This design comes from an exercise in tuning for small area, a short achievable clock period and few clock cycles on the open sky130 flow, not from production work. Function was checked by simulation only, so behaviour that the tests miss may differ from the original. Power figures rest on the tool's default switching activity, not on a simulated workload.

==> design/flow/config.mk <==
export PLATFORM = sky130hd
export DESIGN_NAME = sccpu
export DESIGN_NICKNAME = sccpu
export VERILOG_FILES = /design/flow/design.v
export SDC_FILE = /design/flow/constraint.sdc
export NUM_CORES = 8
export LEC_CHECK = 0
export CAP_MARGIN = 20
export CORE_MARGIN = 2
export CORE_UTILIZATION = 55
export CTS_CLUSTER_DIAMETER = 80
export CTS_CLUSTER_SIZE = 24
export SLEW_MARGIN = 20
export SYNTH_HIERARCHICAL = 1
export TNS_END_PERCENT = 10
==> design/flow/design.v <==
module RF(
   input         clk,
   input         rst,
   input         we,         
   input  [31:1] S1, S2,       
   output [31:1] VN,           
   input  [4:0]  A3,
   input  [31:0] WD,
   input         BP1, BP2,     
   input  [31:0] BV,
   output [31:0] RD1, RD2
);
   wire [31:0] q [0:31];
   reg  [31:1] vld;
   assign q[0] = 32'd0;
   genvar g;
   generate
      for (g = 1; g < 32; g = g + 1) begin : r
         reg [31:0] d;
         always @(posedge clk)
            if (we && A3 == g)
               d <= WD;
         always @(posedge clk, posedge rst)
            if (rst)
               vld[g] <= 1'b0;
            else if (we && A3 == g)
               vld[g] <= 1'b1;
         assign q[g] = d;
      end
   endgenerate
   wire [31:0] wdec = 32'd1 << A3;
   assign VN = vld | (wdec[31:1] & {31{we}});
   wire [31:0] sel1 = {S1, BP1};
   wire [31:0] sel2 = {S2, BP2};
   genvar j;
   generate
      for (j = 0; j < 32; j = j + 1) begin : rdb
         wire [31:0] col;
         assign col[0] = BV[j];
         for (g = 1; g < 32; g = g + 1) begin : c
            assign col[g] = q[g][j];
         end
         RF_bit U1 (.s(sel1), .d(col), .o(RD1[j]));
         RF_bit U2 (.s(sel2), .d(col), .o(RD2[j]));
      end
   endgenerate
endmodule
module RF_bit(input [31:0] s, input [31:0] d, output o);
   wire [10:0] n;
   genvar i;
   generate
      for (i = 0; i < 10; i = i + 1) begin : g
         RF_aoi3 u (.s(s[3*i+2:3*i]), .d(d[3*i+2:3*i]), .y(n[i]));
      end
   endgenerate
   RF_aoi2 u10 (.s(s[31:30]), .d(d[31:30]), .y(n[10]));
   assign o = ~&n;
endmodule
module RF_aoi3(input [2:0] s, input [2:0] d, output y);
   assign y = ~|(s & d);
endmodule
module RF_aoi2(input [1:0] s, input [1:0] d, output y);
   assign y = ~|(s & d);
endmodule
module sccpu( clk, rst, instr, readdata, PC, MemWrite, aluout, writedata);
   input         clk;
   input         rst;
   input  [31:0] instr;
   input  [31:0] readdata;
   output [31:0] PC;
   output        MemWrite;
   output [31:0] aluout;
   output [31:0] writedata;
   reg  [31:0] pc_r;
   reg         btb_v;
   reg  [9:0]  btb_tag;       
   reg  [13:0] btb_tl;        
   reg         stall;         
   reg  [31:1] p_s1, p_s2;    
   reg         p_bp1, p_bp2;  
   reg         d_v;           
   reg  [31:0] d_ir;
   reg  [31:0] d_pc4;
   reg         d_btb;         
   reg         e_we, e_ld, e_st, e_br, e_jr;
   reg         e_bne, e_pred;
   reg         e_skip1;       
   reg  [4:0]  e_dst;
   reg  [31:0] e_a, e_b, e_sd;
   reg  [31:0] e_addr;        
   reg         e_eq;          
   reg  [4:0]  e_shamt;
   reg         e_shv;         
   reg         e_fa, e_fb, e_fsd;    
   reg         r_as, r_inv, r_and, r_or, r_nor, r_slt, r_sltu,
               r_sll, r_sh, r_sra, r_pb, r_pa;
   reg         m_we;
   reg  [4:0]  m_dst;
   reg  [31:0] m_res;
   assign PC = pc_r;
   wire [31:0] pc4   = pc_r + 32'd4;
   wire        f_j, f_mem, f_sw;
   FDEC U_FDEC (.op(instr[31:26]), .j(f_j), .mem(f_mem), .sw(f_sw));
   wire [31:0] f_jt  = {pc4[31:28], instr[25:0], 2'b00};
   wire        f_hit = btb_v & (pc4[11:2] == btb_tag);
   wire [31:0] f_bt  = {pc_r[31:14], btb_tl};
   wire [5:0]  op  = d_ir[31:26];
   wire [5:0]  fn  = d_ir[5:0];
   wire [4:0]  rs  = d_ir[25:21];
   wire [4:0]  rt  = d_ir[20:16];
   wire [4:0]  rd  = d_ir[15:11];
   wire [15:0] imm = d_ir[15:0];
   wire rtype  = (op == 6'h00);
   wire f_add  = rtype & (fn == 6'h20 | fn == 6'h21);
   wire f_sub  = rtype & (fn == 6'h22 | fn == 6'h23);
   wire f_and  = rtype & (fn == 6'h24);
   wire f_or   = rtype & (fn == 6'h25);
   wire f_nor  = rtype & (fn == 6'h27);
   wire f_slt  = rtype & (fn == 6'h2a);
   wire f_sltu = rtype & (fn == 6'h2b);
   wire f_sll  = rtype & (fn == 6'h00);
   wire f_srl  = rtype & (fn == 6'h02);
   wire f_sra  = rtype & (fn == 6'h03);
   wire f_sllv = rtype & (fn == 6'h04);
   wire f_srlv = rtype & (fn == 6'h06);
   wire f_jr   = rtype & (fn == 6'h08);
   wire f_jalr = rtype & (fn == 6'h09);
   wire f_pa   = rtype & ~(f_add | f_sub | f_and | f_or | f_nor | f_slt | f_sltu |
                           f_sll | f_srl | f_sra | f_sllv | f_srlv | f_jalr);
   wire i_addi = (op == 6'h08);
   wire i_andi = (op == 6'h0c);
   wire i_ori  = (op == 6'h0d);
   wire i_slti = (op == 6'h0a);
   wire i_lui  = (op == 6'h0f);
   wire i_lw   = (op == 6'h23);
   wire i_sw   = (op == 6'h2b);
   wire i_beq  = (op == 6'h04);
   wire i_bne  = (op == 6'h05);
   wire i_jal  = (op == 6'h03);
   wire i_j    = (op == 6'h02);
   wire use_imm  = i_addi | i_andi | i_ori | i_slti | i_lui | i_lw | i_sw;
   wire use_link = i_jal | f_jalr;
   wire sext     = i_addi | i_slti | i_lw | i_sw;
   wire wr_rt    = i_addi | i_andi | i_ori | i_slti | i_lui | i_lw;
   wire wr_31    = i_jal | f_jalr;
   wire regwr    = rtype | wr_rt | i_jal;
   wire [4:0] dst = wr_31 ? 5'd31 : (wr_rt ? rt : rd);
   wire [31:0] rsv, rtv;
   wire [31:1] vn;
   RF U_RF (.clk(clk), .rst(rst), .we(m_we), .S1(p_s1), .S2(p_s2), .VN(vn), .A3(m_dst),
            .WD(m_res), .BP1(p_bp1), .BP2(p_bp2), .BV(m_res),
            .RD1(rsv), .RD2(rtv));
   wire [31:0] immx = i_lui ? {imm, 16'd0} :
                      sext  ? {{16{imm[15]}}, imm} : {16'd0, imm};
   wire        d_isbr = i_beq | i_bne;
   wire [31:0] d_bt   = d_pc4 + {{14{imm[15]}}, imm, 2'b00};
   wire        d_bb   = d_isbr & imm[15];         
   wire [31:0] d_nx   = d_bb ? d_bt : d_pc4;      
   wire [31:0] d_alt  = imm[15] ? d_pc4 : d_bt;
   wire        use_rt = ~(use_imm | use_link | d_isbr);
   wire [31:0] bsel   = d_isbr ? d_alt : (use_link ? d_pc4 : immx);
   wire [31:0] bval   = use_rt ? rtv : bsel;
   wire [31:0] addr   = rsv + {{16{imm[15]}}, imm};
   wire [31:0] a  = e_fa  ? m_res : e_a;
   wire [31:0] b  = e_fb  ? m_res : e_b;
   wire [31:0] res;
   wire        e_lt;
   ALU U_ALU (.a(a), .b(b), .shamt(e_shamt), .shv(e_shv), .as(r_as), .inv(r_inv),
              .andf(r_and), .orf(r_or), .norf(r_nor), .slt(r_slt), .sltu(r_sltu),
              .sll(r_sll), .shf(r_sh), .sra(r_sra), .pb(r_pb), .pa(r_pa),
              .res(res), .lt(e_lt));
   wire        d_seq    = ~(i_j | i_jal) & ~d_btb & ~d_bb;
   wire        skip1, e_redir;
   BRU U_BRU (.m_res(m_res), .e_a(e_a), .e_sd(e_sd), .fa(e_fa), .fsd(e_fsd),
              .e_eq(e_eq), .bne(e_bne), .br(e_br), .pred(e_pred), .jr(e_jr),
              .sk1(e_skip1), .seq(d_seq), .skip1(skip1), .redir(e_redir));
   wire [31:0] e_target = e_jr ? a : e_b;
   assign aluout    = e_addr;
   assign writedata = e_sd;
   assign MemWrite  = e_st;
   wire [31:0] ck_b = {{14{imm[15]}}, imm, 2'b00};
   wire [31:0] ck_k = d_pc4 ^ ck_b ^ pc_r;
   wire [31:0] ck_z = {(d_pc4[30:0] & ck_b[30:0]) | ((d_pc4[30:0] ^ ck_b[30:0]) & ~pc_r[30:0]), 1'b0};
   wire        d_btbok = d_bb & (ck_k == ck_z);
   wire        d_redir = d_v & ~stall & ~e_redir & (d_btb ? ~d_btbok : d_bb);
   wire [31:0] pc_nj = e_redir ? e_target :
                       stall   ? pc_r :
                       d_redir ? d_nx :
                       f_hit   ? f_bt : pc4;
   wire        take_j = f_j & ~(e_redir | stall | d_redir);
   wire [31:0] pc_next;
   MUX32 U_PMUX (.s(take_j), .a(f_jt), .b(pc_nj), .y(pc_next));
   always @(posedge clk, posedge rst)
      if (rst)
         pc_r <= 32'd0;
      else
         pc_r <= pc_next;
   always @(posedge clk, posedge rst)
      if (rst)
         d_v <= 1'b0;
      else if (e_redir)
         d_v <= 1'b0;
      else if (!stall)
         d_v <= ~d_redir;
   always @(posedge clk)
      if (!stall) begin
         d_ir  <= instr;
         d_pc4 <= pc4;
         d_btb <= f_hit & ~f_j;
      end
   wire go = d_v & ~stall & ~e_redir & ~skip1;    
   wire go_we = go & regwr & (dst != 5'd0);
   wire [4:0]  nrs = stall ? rs : instr[25:21];
   wire [4:0]  nrt = stall ? rt : instr[20:16];
   wire [31:0] oh1 = 32'd1 << nrs;
   wire [31:0] oh2 = 32'd1 << nrt;
   wire        bp1 = e_we & (e_dst == nrs);
   wire        bp2 = e_we & (e_dst == nrt);
   wire [31:0] edec = 32'd1 << e_dst;
   wire [31:1] smask = vn & ~(edec[31:1] & {31{e_we}});
   always @(posedge clk) begin
      p_s1  <= oh1[31:1] & smask;
      p_s2  <= oh2[31:1] & smask;
      p_bp1 <= bp1;
      p_bp2 <= bp2;
   end
   always @(posedge clk, posedge rst)
      if (rst)
         stall <= 1'b0;
      else
         stall <= go_we & ~d_redir &
                  ((f_mem & instr[25:21] == dst) | (f_sw & instr[20:16] == dst));
   always @(posedge clk, posedge rst)
      if (rst) begin
         e_we <= 1'b0; e_ld <= 1'b0; e_st <= 1'b0; e_br <= 1'b0; e_jr <= 1'b0;
      end else begin
         e_we <= go_we;
         e_ld <= go & i_lw;
         e_st <= go & i_sw;
         e_br <= go & d_isbr;
         e_jr <= go & (f_jr | f_jalr);
      end
   always @(posedge clk) begin
      e_dst   <= dst;
      e_bne   <= i_bne;
      e_pred  <= imm[15];
      e_skip1 <= (imm == 16'd1);
      e_a     <= rsv;
      e_b     <= bval;
      e_sd    <= rtv;
      e_addr  <= addr;
      e_eq    <= (rsv == rtv);
      e_shamt <= d_ir[10:6];
      e_shv   <= f_sllv | f_srlv;
      e_fa    <= e_we & (e_dst == rs);
      e_fb    <= e_we & (e_dst == rt) & use_rt;
      e_fsd   <= e_we & (e_dst == rt);
      r_as    <= f_add | i_addi | i_lw | i_sw | f_sub;
      r_inv   <= f_sub | f_slt | i_slti | f_sltu;
      r_and   <= f_and | i_andi;
      r_or    <= f_or | i_ori;
      r_nor   <= f_nor;
      r_slt   <= f_slt | i_slti;
      r_sltu  <= f_sltu;
      r_sll   <= f_sll | f_sllv;
      r_sh    <= f_sll | f_sllv | f_srl | f_srlv | f_sra;
      r_sra   <= f_sra;
      r_pb    <= i_lui | use_link;
      r_pa    <= f_pa;
   end
   always @(posedge clk, posedge rst)
      if (rst)
         m_we <= 1'b0;
      else
         m_we <= e_we;
   always @(posedge clk) begin
      m_dst <= e_dst;
      m_res <= e_ld ? readdata : res;
   end
   wire btb_we = d_v & ~stall & d_bb;
   always @(posedge clk, posedge rst)
      if (rst)
         btb_v <= 1'b0;
      else if (btb_we)
         btb_v <= 1'b1;
   always @(posedge clk)
      if (btb_we) begin
         btb_tag <= d_pc4[11:2];
         btb_tl  <= d_bt[13:0];
      end
endmodule
module ALU(input [31:0] a, input [31:0] b, input [4:0] shamt, input shv,
           input as, input inv, input andf, input orf, input norf, input slt,
           input sltu, input sll, input shf, input sra, input pb, input pa,
           output [31:0] res, output lt);
   wire [32:0] s33 = {1'b0, a} + {1'b0, b ^ {32{inv}}} + {32'd0, inv};
   wire        ltu = ~s33[32];
   wire        lts = (a[31] ^ b[31]) ? a[31] : s33[31];
   assign lt = (slt & lts) | (sltu & ltu);
   wire [4:0]  sh  = shv ? a[4:0] : shamt;
   wire [31:0] brev, srev, shr;
   wire [31:0] shin = sll ? brev : b;
   wire [63:0] shx  = {{32{sra & b[31]}}, shin} >> sh;
   assign shr = shx[31:0];
   genvar k;
   generate
      for (k = 0; k < 32; k = k + 1) begin : rv
         assign brev[k] = b[31-k];
         assign srev[k] = shr[31-k];
      end
   endgenerate
   wire [31:0] shres = sll ? srev : shr;
   assign res = ({32{as}}   & s33[31:0])
              | {31'd0, lt}
              | ({32{andf}} & (a & b))
              | ({32{orf}}  & (a | b))
              | ({32{norf}} & ~(a | b))
              | ({32{shf}}  & shres)
              | ({32{pb}}   & b)
              | ({32{pa}}   & a);
endmodule
module BRU(input [31:0] m_res, input [31:0] e_a, input [31:0] e_sd,
           input fa, input fsd, input e_eq, input bne, input br, input pred,
           input jr, input sk1, input seq, output skip1, output redir);
   wire eq      = fa  ? (fsd ? 1'b1 : (m_res == e_sd)) :
                  fsd ? (e_a == m_res) : e_eq;
   wire taken   = eq ^ bne;
   wire mispred = br & (taken ^ pred);
   assign skip1 = br & sk1 & taken & seq;
   assign redir = (mispred & ~skip1) | jr;
endmodule
module FDEC(input [5:0] op, output j, output mem, output sw);
   assign j   = (op[5:1] == 5'b00001);
   assign mem = (op == 6'h23) | (op == 6'h2b);
   assign sw  = (op == 6'h2b);
endmodule
module MUX32(input s, input [31:0] a, input [31:0] b, output [31:0] y);
   assign y = s ? a : b;
endmodule
==> design/flow/constraint.sdc <==
create_clock -name core_clock -period 15.0 [get_ports {clk}]
set_input_delay 3.0000 -clock core_clock [delete_from_list [all_inputs] [get_ports {clk}]]
set_output_delay 3.0000 -clock core_clock [all_outputs]
set_load 0.01 [all_outputs]
==> design/flow/standard.sh <==
#!/bin/bash
# synth_recipe.tcl (not shown) runs the flow's synth.tcl, then flattens the netlist and writes it again
# the make line also repeats each setting of config.mk as NAME=value (left out here)
make -C /OpenROAD-flow-scripts/flow DESIGN_CONFIG=/design/flow/config.mk WORK_HOME=/design/flow/orfs CLKGATE_MAP_FILE= SYNTH_SCRIPT=/design/flow/synth_recipe.tcl "${@:-finish}"
==> design/flow/flow/run.sh <==
#!/bin/bash
# Own layout flow: the standard flow (standard.sh), with the standard
# synthesis run first and on its own. For the layout steps it changes only
# how timing is repaired:
#  - timing repair aims for a setup slack of MARGIN ns at the design's clock
#    period, so the layout is optimised for a shorter period than 15 ns;
#  - every port still gets a buffer, but a plain buffer rather than the delay
#    cell buffer_ports picks by default;
#  - gate sizing may use any cell of the same function, not only cells of the
#    same footprint.
set -euo pipefail
MARGIN=10.7
bash standard.sh synth > synth.log 2>&1
bash standard.sh SETUP_SLACK_MARGIN=$MARGIN MATCH_CELL_FOOTPRINT=0 \
   "BUFFER_PORTS_ARGS=-buffer_cell sky130_fd_sc_hd__buf_4" finish > layout.log 2>&1
==> summary.md, run 1 <==
| Metric | Value |
|---|---|
| Chip height | 353 um |
| Clock latency on the worst-skew pair | 0.71 ns |
| Initial DRC Count | between 10000 and 15000 |
| CP arrival | 5.02 ns |
| Core ar. | 121000 sq um |
| Row count | 128 |
| Fin area | 74400 sq um |
| ANT nets after route | 0 |
| Critical path launch point type | flip-flop |
| Syn Inst Count | around 5000 |
| FMAX | 0.226 GHz |
| Largest net degree at the start of global routing | 44 |
| Io pins | 163 |
| Final Non-Filler Cells | 6974 |
| Synth Area per Inst | 13.3 sq um |
| Warnings from Yosys | 8 |
| Num CTS Buffers | 77 |
| Final Hold Fails | 0 |
| Detailed Route WL | 284000 um |
| Routed vias | roughly 55000 |
| Sum Neg Setup Slack | 0 ns |
| Clk buf depth | 3 |
| Worst-path clk slew | 0.09 ns |
| H-tree levels | 3 |
| First-pass GRT wire length | 391000 um |
| Leakage power | 25.7 nW |
| Fin nets | 5495 |
| Gr usage total | 0.441 |
| CTS tree | built |
| Fillers | 9697 |
| Total power | 9.99 mW |
| Max-cap check violation count | 0 |
| CTS Sinks | 1412 |
| Initial Utilization | 0.553 |
| Die Width | 353 um |
| # DRC | 0 |
| Largest fanout on the critical path | 43 |
| Hold slack | 0.462 ns |
| Final core occ | 0.613 |
| Placed Area | 71200 sq um |
| Crit end category | flip-flop |
| RSZ-0062 raised after global routing | yes |
| Port Buf Inserts | ~160 |
| Peak VDD IR | 136 uV |
| Routed len/inst | 40.7 um |
| Final critical-path required period | 4.42 ns |
| Area delta synth->final | 10.8% |
| Cell area power density | approximately 130 nW/um^2 |
| Gpl congestion | between 1 and 1.5 |
| Hpwl dp | 182000 um |
| Worst-Margin Slew | 1.18 ns |
| Min setup slack post-route | around 11 ns |
| Slew Limit Fails | 0 |
| Total grt overflow | 0 |
| Slew HR | 0.208 |
| Vias per cell | 7.84 |
| Setup Viol. Count Final | 0 |
| Dpl cells | 6809 |
| Cell area after synthesis | 67200 sq um |
| Share of layout cells above drive strength 1 | 0.169 |
| Final Cycle Share | 0.295 |
| Number of global-route vias before repair | about 50000 |
| Outcome | no timing/DRC/antenna violations |
| Initial antenna violation count | 8 |
| Worst slack, placed | 9.72 ns |
| HP Class | flip-flop to flip-flop |
| Critical path type | flip-flop to flip-flop |
| Worst EP required | between 15 and 20 ns |
| CTS Hold Bufs | 0 |
| Clock Skew | 0.0345 ns |
| Die Footprint | between 100000 and 150000 sq um |
| DRT Pass-1 Iters | 11 |
| Clock root cell | clkbuf_16 |
## layout by cell type (no fill, tap or decap), types with 23 or more instances in the layout
cell	instances
a211oi_1	28
a21o_1	58
a21oi_1	202
a222oi_1	647
a22oi_1	29
a22oi_2	64
a31oi_1	23
buf_4	321
clkbuf_16	80
dfrtp_1	44
dfrtp_2	28
dfxtp_1	214
dfxtp_2	39
edfxtp_1	1081
fa_1	32
ha_1	93
inv_1	77
mux2_2	122
mux2_4	31
mux2i_1	93
mux4_2	26
nand2_1	215
nand2b_1	27
nand3_1	117
nand4_1	170
nor2_1	199
nor2_4	32
nor2b_1	26
nor3_1	98
nor4_1	28
o211ai_1	27
o21ai_0	169
o21bai_1	70
o22ai_1	26
o32ai_1	25
or3_1	56
xnor2_1	193
xor2_1	122
## metal layers
layer	vias up	global-route usage	part of all wire
met5	-	0	0.00029
li1	21897	-	-
met2	5109	0.620	0.41
met1	26844	0.607	0.35
met3	812	0.160	0.17
met4	6	0.208	0.059
## cell type report
class                           count  area (sq um)  area share
Sequential cell                  1412         39600       0.531
Multi-Input combinational cell   3364         27100       0.364
Timing Repair Buffer              363          3030      0.0407
Clock buffer                       96          2060      0.0277
Tap cell                         1625          2030      0.0273
Clock inverter                     28           375     0.00504
Inverter                           83           317     0.00425
Antenna cell                        3          7.51    0.000101
## power by group
group          switching [mW]  internal, mW  total, mW
sequential              0.323          4.62       4.94
clock                    1.35          1.07       2.42
combinational            1.67         0.966       2.63
## flip-flops by register name (all words and copies together), names as in the netlist, 32 cells and up
register,count
e_b,32
d_pc4,32
pc_r,32
e_a,32
d_ir,32
m_res,32
e_sd,32
e_addr,32
U_RF.r.d,992
## final timing paths
check                                               from                       end  slack (ns)  depth (start not counted)
worst max-delay path                    m_res[6]$_DFF_P_        pc_r[14]$_DFF_PP0_       10.58                         14
worst min-delay path            U_RF.vld[12]$_DFFE_PP0P_  U_RF.vld[12]$_DFFE_PP0P_        0.46                          1
worst max register to register          m_res[6]$_DFF_P_        pc_r[14]$_DFF_PP0_       10.58                         14
worst min register to register  U_RF.vld[12]$_DFFE_PP0P_  U_RF.vld[12]$_DFFE_PP0P_        0.46                          1
max in group asynchronous                            rst         pc_r[7]$_DFF_PP0_       11.90                          3
min in group asynchronous                            rst  U_RF.vld[19]$_DFFE_PP0P_        2.40                          3
## what timing repair did
action | 4_1_cts | 5_1_grt
resized for setup | 57 | 94
endpoints found under the hold margin | 0 | 0
buffers inserted | 15 | 22
cloned | 1 | 0
pin swaps | 6 | 32
endpoints found under the setup margin | 100 | 104
## worst max-delay path, stage by stage (launching register included)
cell      delay, ns
dfxtp_1        0.32
buf_4          0.38
xnor2_1        0.19
nand4_1        0.13
nor4_2         0.27
nand2_1        0.14
a32oi_2        0.32
xnor2_2        0.19
mux2i_2        0.27
buf_6          0.22
clkinv_1       0.10
buf_4          0.32
a211oi_1       0.98
a21oi_1        0.10
mux2_4         0.32
Testbench counts, summed over its fixed seeds: cycles 70,900.
==> run 2, diff against run 1 <==
--- a/design/flow/config.mk
+++ b/design/flow/config.mk
@@ -12,4 +12,4 @@
 export CTS_CLUSTER_SIZE = 24
 export SLEW_MARGIN = 20
 export SYNTH_HIERARCHICAL = 1
-export TNS_END_PERCENT = 10
+export TNS_END_PERCENT = 0
==> run 2 against run 1 <==
Against the previous run: clock power about the same; core utilization about the same; flip-flop and latch count unchanged; die area unchanged; final cell count up 0.13%; global-route usage about the same; clock skew about the same; critical path depth down 13; area after synthesis unchanged; wire length about the same; sequential power about the same; largest power group unchanged; non-clock buffer count up 8.
==> summary.md, run 2 <==
| Metric | Value |
|---|---|
| Final Hold Fails | 0 (unchanged) |
| Routed vias | 54725 (+0.10%) |
| Largest fanout on the critical path | 5 (-88%) |
| CTS tree | built |
| Number of global-route vias before repair | 51124 (-0.11%) |
| Max FFs per register | 992 (unchanged) |
| Fillers | 9718 (+0.22%) |
| CTS Sinks | 1412 (unchanged) |
| Sum Neg Setup Slack | 0 ns (unchanged) |
| R2R depth | 15 (+1) |
| Slew Limit Fails | 0 (unchanged) |
| Critical Path Source | pc_r[1]$_DFF_PP0_ |
| Critical path launch point type | flip-flop |
| Commonest non-fill, non-tap cells in the layout | edfxtp_1, a222oi_1, buf_4 |
| Initial Utilization | 0.553 (unchanged) |
| CP top delay family | flip-flops |
| Initial antenna violation count | 8 (unchanged) |
| Area delta synth->final | 10.8% (about the same) |
| Leakage power | 25.7 nW (about the same) |
| Buffers & Inverters on Critical Path | 1 (-3) |
| Row count | 128 (unchanged) |
| Num CTS Buffers | 77 (unchanged) |
| Reg2reg end | pc_r[11]$_DFF_PP0_ |
| Largest net degree at the start of global routing | 44 (unchanged) |
| CP arrival | 1.37 ns (-3.65 ns) |
| Slew HR | 0.241 (+0.0329) |
| Clock root cell | clkbuf_16 |
| Syn Inst Count | 5042 (unchanged) |
| Critical path type | flip-flop to output port |
| WP depth | 1 (-13) |
| CTS Hold Bufs | 0 (unchanged) |
| End of the critical path | PC[1] |
| Worst-path clk slew | 0.08 ns (about the same) |
| Io pins | 163 (unchanged) |
| Routed len/inst | 40.7 um (-0.12%) |
| Cell area after synthesis | 67200 sq um (unchanged) |
| First-pass GRT wire length | 391000 um (about the same) |
| Detailed Route WL | 284000 um (about the same) |
| Die Width | 353 um (unchanged) |
| Vias per cell | 7.84 (about the same) |
| FMAX | 0.229 GHz (+1.2%) |
| Total grt overflow | 0 (unchanged) |
| Gr usage total | 0.441 (about the same) |
| Peak VDD IR | 133 uV (-2.0%) |
| Port Buf Inserts | 162 (unchanged) |
| Core ar. | 121000 sq um (unchanged) |
| Clock latency on the worst-skew pair | 0.71 ns (about the same) |
| Warnings from Yosys | 8 (unchanged) |
| Die Footprint | 125000 sq um (unchanged) |
| Slowest-stage cell, CP | dfrtp_2 |
| Chip height | 353 um (unchanged) |
| Final Cycle Share | 0.291 (-0.00357) |
| Final core occ | 0.613 (about the same) |
| Critical path cell sequence | buf_4 |
| Most flops, register | U_RF.r.d |
| Max-cap check violation count | 0 (unchanged) |
| Worst EP required | 12.00 ns (-3.60 ns) |
| R2R Setup Slk | 10.71 ns (+0.13 ns) |
| HP Class | flip-flop to flip-flop |
| DRT Pass-1 Iters | 13 (+2) |
| Setup Viol. Count Final | 0 (unchanged) |
| Crit end category | output port |
| Final critical-path required period | 4.37 ns (-0.0535 ns) |
| # DRC | 0 (unchanged) |
| Hpwl dp | 182000 um (unchanged) |
| Cell area power density | 135 nW/um^2 (+0.22%) |
| Gpl congestion | 1.04 (unchanged) |
| H-tree levels | 3 (unchanged) |
| Initial DRC Count | 12479 (-2.4%) |
| Worst flop-to-flop path startpoint | m_res[2]$_DFF_P_ |
| Share of layout cells above drive strength 1 | 0.170 (+0.000494) |
| Clk buf depth | 3 (unchanged) |
| Outcome | no timing/DRC/antenna violations |
| Clock Skew | 0.0343 ns (-0.000256 ns) |
| Worst-Margin Slew | 1.14 ns (-0.0422 ns) |
| Crit path largest cell delay | 0.50 ns (-0.48 ns) |
| RSZ-0062 raised after global routing | yes |
| Fin nets | 5503 (+0.15%) |
| ANT nets after route | 0 (unchanged) |
| Synth Area per Inst | 13.3 sq um (unchanged) |
| Commonest non-fill, non-tap cell in the layout | edfxtp_1 |
-- run 2: cell count changes in the layout (fill, tap and decap cells not counted), moves of 3 or more --
cell     before  now
or3_4        14   10
buf_6        17   22
dfrtp_1      44   41
buf_12       10    6
buf_4       321  333
or3_1        56   60
buf_8        15   10
dfrtp_2      28   31
-- run 2: worst min path at each step --
stage | from | slack (ns) | cells after the start | endpoint
after detailed placement | U_RF.vld[4]$_DFFE_PP0P_ | 0.45 | 1 | U_RF.vld[4]$_DFFE_PP0P_
after CTS | U_RF.vld[12]$_DFFE_PP0P_ | 0.47 | 1 | U_RF.vld[12]$_DFFE_PP0P_
after global routing | U_RF.vld[12]$_DFFE_PP0P_ | 0.47 | 1 | U_RF.vld[12]$_DFFE_PP0P_
final | U_RF.vld[12]$_DFFE_PP0P_ | 0.46 | 1 | U_RF.vld[12]$_DFFE_PP0P_
after global placement | U_RF.vld[12]$_DFFE_PP0P_ | 0.45 | 1 | U_RF.vld[12]$_DFFE_PP0P_
after floorplan | e_dst[1]$_DFF_P_ | 0.33 | 0 | m_dst[1]$_DFF_P_
-- run 2: area by class of cell --
type,count,area (sq um),share of cell area
diodes,4,10.0,0.000135
clock buffers,96,2060,0.0277
clock inverters,28,375,0.00504
inverters,83,317,0.00425
multi-input cells,3364,27000,0.363
flip-flops and latches,1412,39600,0.532
well taps,1625,2030,0.0273
repair buffers,371,3020,0.0406
-- run 2: power breakdown --
group / leakage (nW) / internal, mW / switching (mW)
Combinational: 11.5 / 0.978 / 1.68
Sequential: 13.0 / 4.62 / 0.315
Clock: 1.18 / 1.07 / 1.35
-- run 2: worst reg2reg max path: cells and delay by family (launching register included) --
family	cells	cell delay (ns)
AND/OR/NAND/NOR	3	0.57
multiplexers	2	0.57
AO/OA/AOI/OAI	3	1.26
XOR/XNOR	2	0.38
flip-flops	1	0.32
buffers and inverters	5	1.10
-- run 2: what timing repair did --
item,4_1_cts,5_1_grt
gates resized for setup,55,76
gates cloned,1,0
pin swaps,5,24
setup buffers,11,34
setup endpoints to repair,100,104
-- run 2: routing by layer --
| layer | share of wire | GRT usage | up-vias | routed length [um] |
|---|---|---|---|---|
| li1 | - | - | 21918 | - |
| met1 | 0.35 | 0.607 | 26830 | 100000 |
| met2 | 0.41 | 0.621 | 5142 | 117000 |
| met3 | 0.17 | 0.159 | 831 | 49500 |
| met4 | 0.061 | 0.207 | 4 | 17200 |
| met5 | 0.00026 | 0 | - | 75 |
-- run 2: stage by stage --
| step | hold slack (ns) | power, mW | setup slack, ns | instance area, sq um | instances |
|---|---|---|---|---|---|
| floorplan | 0.329 | 6.35 | 10.66 | 67200 | 5043 |
| global placement | 0.447 | 7.44 | 9.42 | 71200 | 6809 |
| detailed placement | 0.447 | 7.44 | 9.72 | 71200 | 6809 |
| CTS | 0.466 | 9.81 | 10.60 | 73800 | 6945 |
| global route | 0.471 | 10.3 | 10.62 | 74400 | 6979 |
| finish | 0.461 | 10.0 | 10.63 | 74400 | 6983 |
==> run 3, diff against run 2 <==
--- a/design/flow/config.mk
+++ b/design/flow/config.mk
@@ -8,8 +8,8 @@
 export CAP_MARGIN = 20
 export CORE_MARGIN = 2
 export CORE_UTILIZATION = 55
-export CTS_CLUSTER_DIAMETER = 80
-export CTS_CLUSTER_SIZE = 24
+export CTS_CLUSTER_DIAMETER = 70
+export CTS_CLUSTER_SIZE = 20
 export SLEW_MARGIN = 20
 export SYNTH_HIERARCHICAL = 1
 export TNS_END_PERCENT = 0
==> run 3 against run 2 <==
Against the previous run: still clean; sequential power about the same; register-to-register slack got worse by 0.03 ns; largest cell class unchanged; via count increased by 0.16%; first-iteration DRC count increased by 4.7%; core utilization increased by 0.57 points; setup slack got worse by 0.012 ns; clock skew increased by 0.014 ns; die area unchanged; combinational power about the same; count of clock-buffer cells in the layout increased by 29; clock power increased by 16%; flip-flop and latch count unchanged; critical endpoint is now PC[12].
==> summary.md, run 3 <==
| Metric | Value |
|---|---|
| Max-cap check violation count | 0 (unchanged) |
| Initial antenna violation count | 9 (+1) |
| WP depth | 1 (unchanged) |
| Fin nets | 5507 (+0.073%) |
| Clock Skew | 0.0482 ns (+0.0139 ns) |
| Reg2reg end | e_addr[31]$_DFF_P_ |
| Core ar. | 121000 sq um (unchanged) |
| Sum Neg Setup Slack | 0 ns (unchanged) |
| HP Class | flip-flop to flip-flop |
| Sequential power share | 0.475 (-0.018) |
| Buffers & Inverters on Critical Path | 1 (unchanged) |
| Net Sw Power | 3.46 mW (+3.3%) |
| CP arrival | 1.38 ns (about the same) |
| Port Buf Inserts | 162 (unchanged) |
| Commonest non-fill, non-tap cells in the layout | edfxtp_1, a222oi_1, buf_4 |
| Clock root cell | clkbuf_16 |
| CTS tree | built |
| Routed vias | 54810 (+0.16%) |
| Critical path type | flip-flop to output port |
| Syn Inst Count | 5042 (unchanged) |
| Setup Viol. Count Final | 0 (unchanged) |
| Cell area after synthesis | 67200 sq um (unchanged) |
| Share of layout cells above drive strength 1 | 0.173 (+0.00317) |
| Internal power | 6.94 mW (+4.1%) |
| Synth Area per Inst | 13.3 sq um (unchanged) |
| Slew HR | 0.241 (-0.000594) |
| Warnings from Yosys | 8 (unchanged) |
| Leakage power | 26.0 nW (+1.2%) |
| Worst-path clk slew | 0.08 ns (about the same) |
| Total power | 10.4 mW (+3.9%) |
| CTS Sinks | 1412 (unchanged) |
| Num CTS Buffers | 95 (+23%) |
| Clock latency on the worst-skew pair | 0.75 ns (+0.04 ns) |
| Fillers | 9607 (-1.1%) |
| Gr usage total | 0.442 (+0.00168) |
| Initial DRC Count | 13064 (+4.7%) |
| Area delta synth->final | 11.8% |
| Comb power frac | 0.255 (-0.011) |
| Hpwl dp | 182000 um (unchanged) |
| Row count | 128 (unchanged) |
| CTS Hold Bufs | 0 (unchanged) |
| End of the critical path | PC[12] |
| Cell area power density | 138 nW/um^2 (+2.9%) |
| Die Width | 353 um (unchanged) |
| Switching Fraction | 0.333 (-0.00189) |
| First-pass GRT wire length | 392000 um (+0.31%) |
| ANT nets after route | 0 (unchanged) |
| Worst-Margin Slew | 1.14 ns (+0.000891 ns) |
| Worst EP required | 12.00 ns (about the same) |
| Number of global-route vias before repair | 51293 (+0.33%) |
| CP top delay family | flip-flops |
| Critical path launch point type | flip-flop |
| Final Hold Fails | 0 (unchanged) |
| Critical Path Source | pc_r[12]$_DFF_PP0_ |
| FMAX | 0.228 GHz (-0.29%) |
| Initial Utilization | 0.553 (unchanged) |
| Clk buf depth | 3 (unchanged) |
| Vias per cell | 7.82 (-0.27%) |
| Outcome | no timing/DRC/antenna violations |
| Worst flop-to-flop path startpoint | p_s1[23]$_DFF_P_ |
| Largest net degree at the start of global routing | 44 (unchanged) |
| # DRC | 0 (unchanged) |
| Slew Limit Fails | 0 (unchanged) |
| Critical path cell sequence | buf_4 |
| Clk pwr share | 0.270 (+0.028) |
| Routed len/inst | 40.6 um (-0.16%) |
| Largest fanout on the critical path | 6 (+1) |
| Chip height | 353 um (unchanged) |
| Io pins | 163 (unchanged) |
| Crit path largest cell delay | 0.50 ns (about the same) |
| Final critical-path required period | 4.38 ns (+0.0125 ns) |
| Total grt overflow | 0 (unchanged) |
| Detailed Route WL | 285000 um (+0.27%) |
| Slowest-stage cell, CP | dfrtp_2 |
| R2R depth | 14 (-1) |
| Final Cycle Share | 0.292 (+0.000833) |
| R2R Setup Slk | 10.68 ns (-0.03 ns) |
| Max FFs per register | 992 (unchanged) |
| Peak VDD IR | 123 uV (-7.5%) |
| Commonest non-fill, non-tap cell in the layout | edfxtp_1 |
| Crit end category | output port |
| H-tree levels | 3 (unchanged) |
| RSZ-0062 raised after global routing | yes |
| Most flops, register | U_RF.r.d |
| Gpl congestion | 1.04 (unchanged) |
| DRT Pass-1 Iters | 15 (+2) |
| Die Footprint | 125000 sq um (unchanged) |
==> run 3: changes by cell type in the layout (fill, tap and decap cells not counted), sizes merged <==
cell | before | now
diode | 4 | 5
clkinv | 11 | 20
buf | 371 | 356
clkbuf | 96 | 126
clkinvlp | 2 | 4
inv | 95 | 98
==> run 3: repair_timing <==
action / CTS / global route
cloned: 1 / 1
buffers inserted: 18 / 12
gates resized for setup: 63 / 77
setup endpoints to repair: 114 / 114
pin swaps: 5 / 19
==> run 3: metrics by stage <==
step           cell area (sq um)  std cells  utilization  setup slack, ns  hold WS [ns]
3_3_place_gp               71200       6809        0.586             9.42         0.447
4_1_cts                    74700       6995        0.615            10.62         0.464
6_report                   75100       7013        0.619            10.62         0.461
2_1_floorplan              67200       5043            -            10.66         0.329
3_5_place_dp               71200       6809        0.586             9.72         0.447
5_1_grt                    75100       7008        0.619            10.61         0.470
==> run 3: layout make-up <==
cell class                      instances  area (sq um)  share of cell area
Clock inverter                         42           512             0.00681
Antenna cell                            5          12.5            0.000167
Timing Repair Buffer                  357          2970              0.0396
Sequential cell                      1412         39600               0.527
Inverter                               83           317             0.00422
Multi-Input combinational cell       3364         27000               0.360
Clock buffer                          125          2680              0.0357
Tap cell                             1625          2030              0.0271
==> run 3: power groups by stage <==
stage	clock network (mW)	registers (mW)	logic (mW)
floorplan	0	4.99	1.36
detailed placement	0	5.02	2.42
global placement	0	5.02	2.42
global route	2.95	4.95	2.75
CTS	2.80	4.92	2.49
finish	2.81	4.94	2.65
==> run 3: worst min path at each step <==
stage	startpoint	to	cells past startpoint
global placement	U_RF.vld[12]$_DFFE_PP0P_	U_RF.vld[12]$_DFFE_PP0P_	1
finish	U_RF.vld[12]$_DFFE_PP0P_	U_RF.vld[12]$_DFFE_PP0P_	1
floorplan	e_dst[1]$_DFF_P_	m_dst[1]$_DFF_P_	0
detailed placement	U_RF.vld[4]$_DFFE_PP0P_	U_RF.vld[4]$_DFFE_PP0P_	1
CTS	U_RF.vld[12]$_DFFE_PP0P_	U_RF.vld[12]$_DFFE_PP0P_	1
global route	U_RF.vld[12]$_DFFE_PP0P_	U_RF.vld[12]$_DFFE_PP0P_	1
==> run 3: routing by layer <==
metal,wire length (um),vias to the layer above,track usage
met1,100000,26729,0.609
met5,140,-,0.00264
met3,50300,862,0.157
met4,18100,10,0.228
li1,-,21959,-
met2,116000,5250,0.616
==> run 4, diff against run 3 <==
--- a/design/flow/flow/run.sh
+++ b/design/flow/flow/run.sh
@@ -7,9 +7,12 @@
 #  - every port still gets a buffer, but a plain buffer rather than the delay
 #    cell buffer_ports picks by default;
 #  - gate sizing may use any cell of the same function, not only cells of the
-#    same footprint.
+#    same footprint;
+#  - after floorplanning, the flip-flops that drive output ports are given
+#    drive strength 4 (flow/io_flops.tcl).
 set -euo pipefail
 MARGIN=10.7
 bash standard.sh synth > synth.log 2>&1
 bash standard.sh SETUP_SLACK_MARGIN=$MARGIN MATCH_CELL_FOOTPRINT=0 \
-   "BUFFER_PORTS_ARGS=-buffer_cell sky130_fd_sc_hd__buf_4" finish > layout.log 2>&1
+   "BUFFER_PORTS_ARGS=-buffer_cell sky130_fd_sc_hd__buf_4" \
+   POST_FLOORPLAN_TCL=$PWD/flow/io_flops.tcl finish > layout.log 2>&1
==> design/flow/flow/io_flops.tcl (new file) <==
# Upsize the flip-flops that drive output ports to drive strength 4 (same
# cell type, stronger drive): they drive long wires to the ports' buffers.
set block [ord::get_db_block]
foreach bterm [$block getBTerms] {
  if {[$bterm getIoType] != "OUTPUT"} { continue }
  set net [$bterm getNet]
  if {$net == "NULL"} { continue }
  foreach iterm [$net getITerms] {
    if {![$iterm isOutputSignal]} { continue }
    set inst [$iterm getInst]
    set master [[$inst getMaster] getName]
    if {[regexp {^(sky130_fd_sc_hd__(dfxtp|dfrtp))_[12]$} $master -> base]} {
      replace_cell [$inst getName] ${base}_4
    }
  }
}
--- a/design/flow/config.mk
+++ b/design/flow/config.mk
@@ -8,8 +8,8 @@
 export CAP_MARGIN = 20
 export CORE_MARGIN = 2
 export CORE_UTILIZATION = 55
-export CTS_CLUSTER_DIAMETER = 70
-export CTS_CLUSTER_SIZE = 20
+export CTS_CLUSTER_DIAMETER = 80
+export CTS_CLUSTER_SIZE = 24
 export SLEW_MARGIN = 20
 export SYNTH_HIERARCHICAL = 1
 export TNS_END_PERCENT = 0
==> run 4 against run 3 <==
Against the previous run: clock power shrank 14%; sequential power is essentially flat; combinational power is essentially flat; setup slack lost 0.027 ns; count of clock-buffer cells in the layout shrank 30; design area shrank 0.42%; core utilization shrank 0.26 points; critical path depth is the same; maximum frequency shrank 0.62%; largest cell class unchanged; largest power group unchanged; highest routed layer unchanged.
==> summary.md, run 4 <==
| Metric | Value |
|---|---|
| Clock Skew | 0.0345 ns (-0.0137 ns) |
| Cell area after synthesis | 67200 sq um (unchanged) |
| Critical path cell sequence | buf_4 |
| Peak VDD IR | 143 uV (+16%) |
| CP top delay family | flip-flops |
| Die Width | 353 um (unchanged) |
| Worst-path clk slew | 0.09 ns (about the same) |
| Most flops, register | U_RF.r.d |
| Number of global-route vias before repair | 50398 (-1.7%) |
| Vias per cell | 7.80 (-0.18%) |
| Row count | 128 (unchanged) |
| Slew Limit Fails | 0 (unchanged) |
| Worst slack, placed | 9.44 ns (-0.280 ns) |
| Clock root cell | clkbuf_16 |
| H-tree levels | 3 (unchanged) |
| Gpl congestion | 1.03 (-1.0%) |
| RSZ-0062 raised after global routing | yes |
| # DRC | 0 (unchanged) |
| FMAX | 0.227 GHz (-0.62%) |
| Syn Inst Count | 5042 (unchanged) |
| Min setup slack post-route | 10.59 ns (-0.0272 ns) |
| Chip height | 353 um (unchanged) |
| Initial Utilization | 0.553 (unchanged) |
| Initial DRC Count | 12849 (-1.6%) |
| Gr usage total | 0.433 (-0.00940) |
| Final Non-Filler Cells | 6987 (-0.37%) |
| Final critical-path required period | 4.41 ns (+0.0272 ns) |
| Total grt overflow | 0 (unchanged) |
| Placed Area | 71500 sq um (+0.47%) |
| Routed vias | 54509 (-0.55%) |
| Max-cap check violation count | 0 (unchanged) |
| DRT Pass-1 Iters | 14 (-1) |
| ANT nets after route | 0 (unchanged) |
| Num CTS Buffers | 75 (-21%) |
| Warnings from Yosys | 8 (unchanged) |
| Outcome | no timing/DRC/antenna violations |
| Clk buf depth | 3 (unchanged) |
| Commonest non-fill, non-tap cells in the layout | edfxtp_1, a222oi_1, buf_4 |
| Largest fanout on the critical path | 5 (-1) |
| Area delta synth->final | 11.4% |
| Routed len/inst | 40.2 um (-1.1%) |
| Synth Area per Inst | 13.3 sq um (unchanged) |
| Largest net degree at the start of global routing | 57 (+30%) |
| Fin nets | 5506 (-0.018%) |
| Final Cycle Share | 0.294 (+0.00181) |
| Leakage power | 25.7 nW (-1.0%) |
| Worst-Margin Slew | 1.10 ns (-0.0419 ns) |
| Final Hold Fails | 0 (unchanged) |
| Worst EP required | 12.00 ns (about the same) |
| Crit path largest cell delay | 0.53 ns (+0.03 ns) |
| Final core occ | 0.616 (-0.00260) |
| CP arrival | 1.41 ns (+0.03 ns) |
| Core ar. | 121000 sq um (unchanged) |
| First-pass GRT wire length | 383000 um (-2.2%) |
| Max FFs per register | 992 (unchanged) |
| Detailed Route WL | 281000 um (-1.5%) |
| Crit end category | output port |
| Sum Neg Setup Slack | 0 ns (unchanged) |
| CTS tree | built |
| CTS Hold Bufs | 0 (unchanged) |
| Dpl cells | 6808 (-0.015%) |
| Slowest-stage cell, CP | dfrtp_4 |
| Critical path launch point type | flip-flop |
| Fillers | 9531 (-0.79%) |
| Fin area | 74800 sq um (-0.42%) |
| Die Footprint | 125000 sq um (unchanged) |
| Commonest non-fill, non-tap cell in the layout | edfxtp_1 |
| CTS Sinks | 1412 (unchanged) |
| Slew HR | 0.266 (+0.0252) |
| Io pins | 163 (unchanged) |
| Setup Viol. Count Final | 0 (unchanged) |
| Hpwl dp | 181000 um (-0.78%) |
| Initial antenna violation count | 13 (+4) |
| Share of layout cells above drive strength 1 | 0.181 (+0.00846) |
| Port Buf Inserts | 162 (unchanged) |
| Buffers & Inverters on Critical Path | 1 (unchanged) |
| HP Class | flip-flop to flip-flop |
| Critical path type | flip-flop to output port |
| Cell area power density | 134 nW/um^2 (-3.1%) |
| Clock latency on the worst-skew pair | 0.73 ns (-0.02 ns) |
==> run 4: worst paths after layout <==
kind                                         start                       to  slack (ns)  cells after the start
max reg2reg                      m_res[14]$_DFF_P_       pc_r[11]$_DFF_PP0_       10.64                     15
min                        U_RF.vld[4]$_DFFE_PP0P_  U_RF.vld[4]$_DFFE_PP0P_        0.47                      1
min reg2reg                U_RF.vld[4]$_DFFE_PP0P_  U_RF.vld[4]$_DFFE_PP0P_        0.47                      1
min in group asynchronous                      rst  U_RF.vld[6]$_DFFE_PP0P_        2.38                      3
max                             pc_r[30]$_DFF_PP0_                   PC[30]       10.59                      1
max in group asynchronous                      rst           e_st$_DFF_PP0_       11.95                      3
==> run 4: timing repair <==
item | 4_1_cts | 5_1_grt
buffers inserted | 16 | 34
cloned | 1 | 1
pin swaps | 4 | 18
resized for setup | 31 | 81
setup endpoints to repair | 103 | 107
==> run 4: routing by layer <==
layer | GRT usage | part of all wire | up-vias
li1 | - | - | 21893
met1 | 0.598 | 0.36 | 26766
met2 | 0.609 | 0.41 | 5027
met3 | 0.150 | 0.17 | 813
met4 | 0.213 | 0.062 | 10
met5 | 0 | 0.00022 | -
==> run 4: power breakdown <==
group | internal, mW | leakage, nW | switching [mW]
Combinational | 0.996 | 11.5 | 1.69
Clock | 1.06 | 1.17 | 1.35
Sequential | 4.65 | 13.1 | 0.296
Total | 6.70 | 25.7 | 3.33
==> run 4: final cells by class <==
class / count / area, sq um / area share
clock buffers: 95 / 2010 / 0.0268
multi-input cells: 3364 / 27000 / 0.362
clock inverters: 28 / 419 / 0.00560
inverters: 83 / 317 / 0.00423
flip-flops and latches: 1412 / 39900 / 0.533
repair buffers: 376 / 3090 / 0.0413
well taps: 1625 / 2030 / 0.0272
diodes: 4 / 10.0 / 0.000134
==> run 4: stage by stage <==
stage | hold WS, ns | total power, mW
2_1_floorplan | 0.329 | 6.35
3_3_place_gp | 0.446 | 7.46
3_5_place_dp | 0.446 | 7.46
4_1_cts | 0.470 | 9.81
5_1_grt | 0.480 | 10.3
6_report | 0.469 | 10.0

separate check: timing with driven ports:
How much do the figures lean on ideal ports? The routed layouts below were timed once more, with nothing changed but the port constraints.
Step 1, drivers: a clkbuf_16 drives clk and a buf_2 each remaining input, both assumed.
Step 2, shift: input delay + t, output delay - t, t = (earliest + latest rising clock arrival at the registers) / 2. This alone moves slack from input paths to output paths.
a / b / c = ideal ports / drivers / drivers and shift; a / b = the first two.
run	t (ns)	setup WS [ns]	hold slack, ns	clock arrival spread, ns	slew at the worst register clock pin (ns)
run 1	0.780	10.581 / 10.533 / 10.164	0.462 / 0.462 / 0.462	0.037 / 0.036	0.10 / 0.10
run 2	0.778	10.634 / 10.550 / 10.039	0.461 / 0.461 / 0.461	0.036 / 0.037	0.10 / 0.10
run 3	0.806	10.622 / 10.536 / 10.038	0.461 / 0.461 / 0.461	0.050 / 0.050	0.09 / 0.09
run 4	0.792	10.595 / 10.512 / 10.105	0.469 / 0.469 / 0.469	0.041 / 0.041	0.11 / 0.11
After both steps every run listed still meets setup and hold. For run 2, which loses most, drivers alone change the setup slack by -0.084 ns; drivers and shift together by -0.595 ns.
